From an optimization exercise on the open Yosys and OpenROAD flow, aimed at small area, a short achievable clock period and few clock cycles per item; shortcuts taken in it are not production practice. Where RTL was checked, it was by simulation tests only, not by an equivalence proof against the original. Power figures rest on the tool's default switching activity, not on a simulated workload.

==> module PLcontroller, before the edit <==
module PLcontroller #(
    parameter BITWIDTH = 16,
    parameter MATSIZE  = 8,
    parameter LAT      = 2,
    parameter DEPTH    = LAT + 2
  )(
    input  logic clk,
    input  logic rstn,
    input  logic [BITWIDTH-1:0] i_data,
    input  logic i_valid,
    output logic i_ready,
    output logic [BITWIDTH-1:0] word,
    output logic WriteB,
    output logic [$clog2(MATSIZE)-1:0] RowB,
    output logic WriteA,
    output logic LoadCR,
    output logic LoadDirect,
    output logic push,
    input  logic pop,
    output logic o_intr
  );
  localparam AW = $clog2(MATSIZE);
  localparam CW = $clog2(DEPTH+1);
  typedef struct packed {
    logic isA;
    logic [AW-1:0] hi;
    logic [AW-1:0] lo;
  } tag_t;
  logic [AW-1:0] ph;
  logic ph0;                        
  logic h_v, s_v;                   
  tag_t h_t, s_t, w_t;
  logic [BITWIDTH-1:0] s_d;
  logic phok;                       
  logic [2*AW:0] w;                 
  logic fr_pend, cr_act;
  logic [AW-1:0] nextcol, nextph;   
  logic [CW-1:0] resv;              
  logic room;                       
  logic [LAT-1:0] vpipe;
  logic [2*AW-1:0] ocnt;
  logic accept, commit, colfree, wr, hfree, release_cr;
  logic [CW-1:0] resv_c;            
  tag_t h_t_n;
  assign w_t     = w;
  assign accept  = i_valid && i_ready;
  assign commit  = cr_act && ph == nextph && room;
  assign colfree = !cr_act || h_t.lo < nextcol || (h_t.lo == nextcol && room);
  assign WriteB  = h_v && phok && !fr_pend && !h_t.isA && colfree;
  assign WriteA  = h_v && phok && !fr_pend && h_t.isA;
  assign wr      = WriteB || WriteA;
  assign hfree   = !h_v || wr;
  assign RowB    = h_t.hi;
  assign LoadDirect = WriteA && h_t.lo == AW'(MATSIZE-1);
  assign release_cr = !cr_act || (nextph == '0 && room);
  assign LoadCR  = ph0 && (LoadDirect || fr_pend) && release_cr;
  assign push    = vpipe[LAT-1];
  assign resv_c  = resv + CW'(commit);
  assign h_t_n   = !hfree ? h_t : s_v ? s_t : w_t;
  always_ff @(posedge clk) begin
    if (hfree) begin
      word <= s_v ? s_d : i_data;
      h_t  <= h_t_n;
    end
    if (!hfree && accept) begin
      s_d <= i_data;
      s_t <= w_t;
    end
    if (!rstn) begin
      ph      <= '0;
      ph0     <= 1'b0;
      phok    <= 1'b0;
      h_v     <= 1'b0;
      s_v     <= 1'b0;
      i_ready <= 1'b1;
      w       <= '0;
      fr_pend <= 1'b0;
      cr_act  <= 1'b0;
      nextcol <= '0;
      nextph  <= '0;
      resv    <= '0;
      room    <= 1'b0;
      vpipe   <= '0;
      ocnt    <= '0;
      o_intr  <= 1'b0;
    end else begin
      ph   <= ph + 1'b1;
      ph0  <= ph == AW'(MATSIZE-1);
      phok <= ph == h_t_n.lo;
      if (hfree) h_v <= s_v || i_valid;
      s_v     <= !hfree && (s_v || accept);
      i_ready <= hfree || !(s_v || accept);
      if (accept) w <= w + 1'b1;
      if (LoadCR) fr_pend <= 1'b0;
      else if (LoadDirect) fr_pend <= 1'b1;
      if (LoadCR) begin
        cr_act  <= 1'b1;
        nextcol <= '0;
        nextph  <= AW'(1);
      end else if (commit) begin
        nextcol <= nextcol + 1'b1;
        nextph  <= nextph + 1'b1;
        if (nextcol == AW'(MATSIZE-1)) cr_act <= 1'b0;
      end
      resv  <= pop ? resv_c - 1'b1 : resv_c;
      room  <= pop ? resv_c <= CW'(DEPTH) : resv_c < CW'(DEPTH);
      vpipe <= {vpipe, commit};
      if (pop) ocnt <= ocnt + 1'b1;
      o_intr <= pop && ocnt == '1;
    end
  end
endmodule
export LEC_CHECK = 0
export ABC_AREA = 1
export CAP_MARGIN = 20
export CORE_MARGIN = 2
export CORE_UTILIZATION = 60
export PLACE_DENSITY = 0.7
export SETUP_SLACK_MARGIN = 5
export SLEW_MARGIN = 20
create_clock -name core_clock -period 10.0 [get_ports {Clk}]
standard.sh (not shown) runs the stock make flow with config.mk's settings and CLKGATE_MAP_FILE= SYNTH_SCRIPT=/design/flow/synth_recipe.tcl, a recipe that flattens the netlist after the stock synthesis.
==> flow/flow/run.sh <==
#!/bin/bash
set -euo pipefail
bash standard.sh SETUP_SLACK_MARGIN=6.6 CTS_CLUSTER_SIZE=24 CTS_CLUSTER_DIAMETER=100 finish > standard.log 2>&1
Testbench counts at the start, summed over its fixed seeds: cycles 3,168, items 1,536.
Rerun with:
--- a/flow/design.v
+++ b/flow/design.v
@@ -3968,4 +3968,5 @@
     logic [AW-1:0] hi;
     logic [AW-1:0] lo;
+    logic [AW-1:0] ph;
   } tag_t;
   logic [AW-1:0] ph;
@@ -3985,5 +3986,5 @@
   logic [CW-1:0] resv_c;            
   tag_t h_t_n;
-  assign w_t     = w;
+  assign w_t     = {w[2*AW], w[2*AW-1:AW], w[AW-1:0], AW'(w[AW-1:0] + 1'b1)};
   assign accept  = i_valid && i_ready;
   assign commit  = cr_act && ph == nextph && room;
@@ -4029,5 +4030,5 @@
       ph   <= ph + 1'b1;
       ph0  <= ph == AW'(MATSIZE-1);
-      phok <= ph == h_t_n.lo;
+      phok <= ph + 1'b1 == h_t_n.ph;
       if (hfree) h_v <= s_v || i_valid;
       s_v     <= !hfree && (s_v || accept);
Area after synthesis stays flat.
Combinational power barely changes.
Sequential share of layout area is higher by 0.22 points.
Design area stays flat.
Worst setup slack is worse by 0.046 ns.
Register-to-register slack is worse by 0.05 ns.
Die area is about the same.
Only the layout flow was run in the second run of this note; the RTL was not checked for function there.

-- re-timing with driven ports --
How much do the figures lean on ideal ports? The routed layouts below were timed once more, with nothing changed but the port constraints.
Step 1, drivers: a clkbuf_16 drives Clk and a buf_2 each remaining input, both assumed.
Step 2 times the ports against the registers' clock, not the clock port: input delays grow and output delays shrink by t, the midpoint of the rising clock arrivals with the driver on.
a / b / c = ideal ports / drivers / drivers and shift; a / b = the first two.
| run | t (ns) | setup slack, ns | hold slack, ns | worst setup path at the end | clock arrival spread, ns |
|---|---|---|---|---|---|
| the first run | 0.764 | 6.633 / 6.561 / 6.117 | 0.304 / 0.304 / 0.304 | input to register | 0.052 / 0.053 |
| the second run | 0.789 | 6.587 / 6.562 / 6.200 | 0.304 / 0.304 / 0.304 | input to register | 0.047 / 0.047 |
After both steps every run listed still meets setup and hold. For the first run, which loses most, drivers alone change the setup slack by -0.072 ns; drivers and shift together by -0.516 ns.
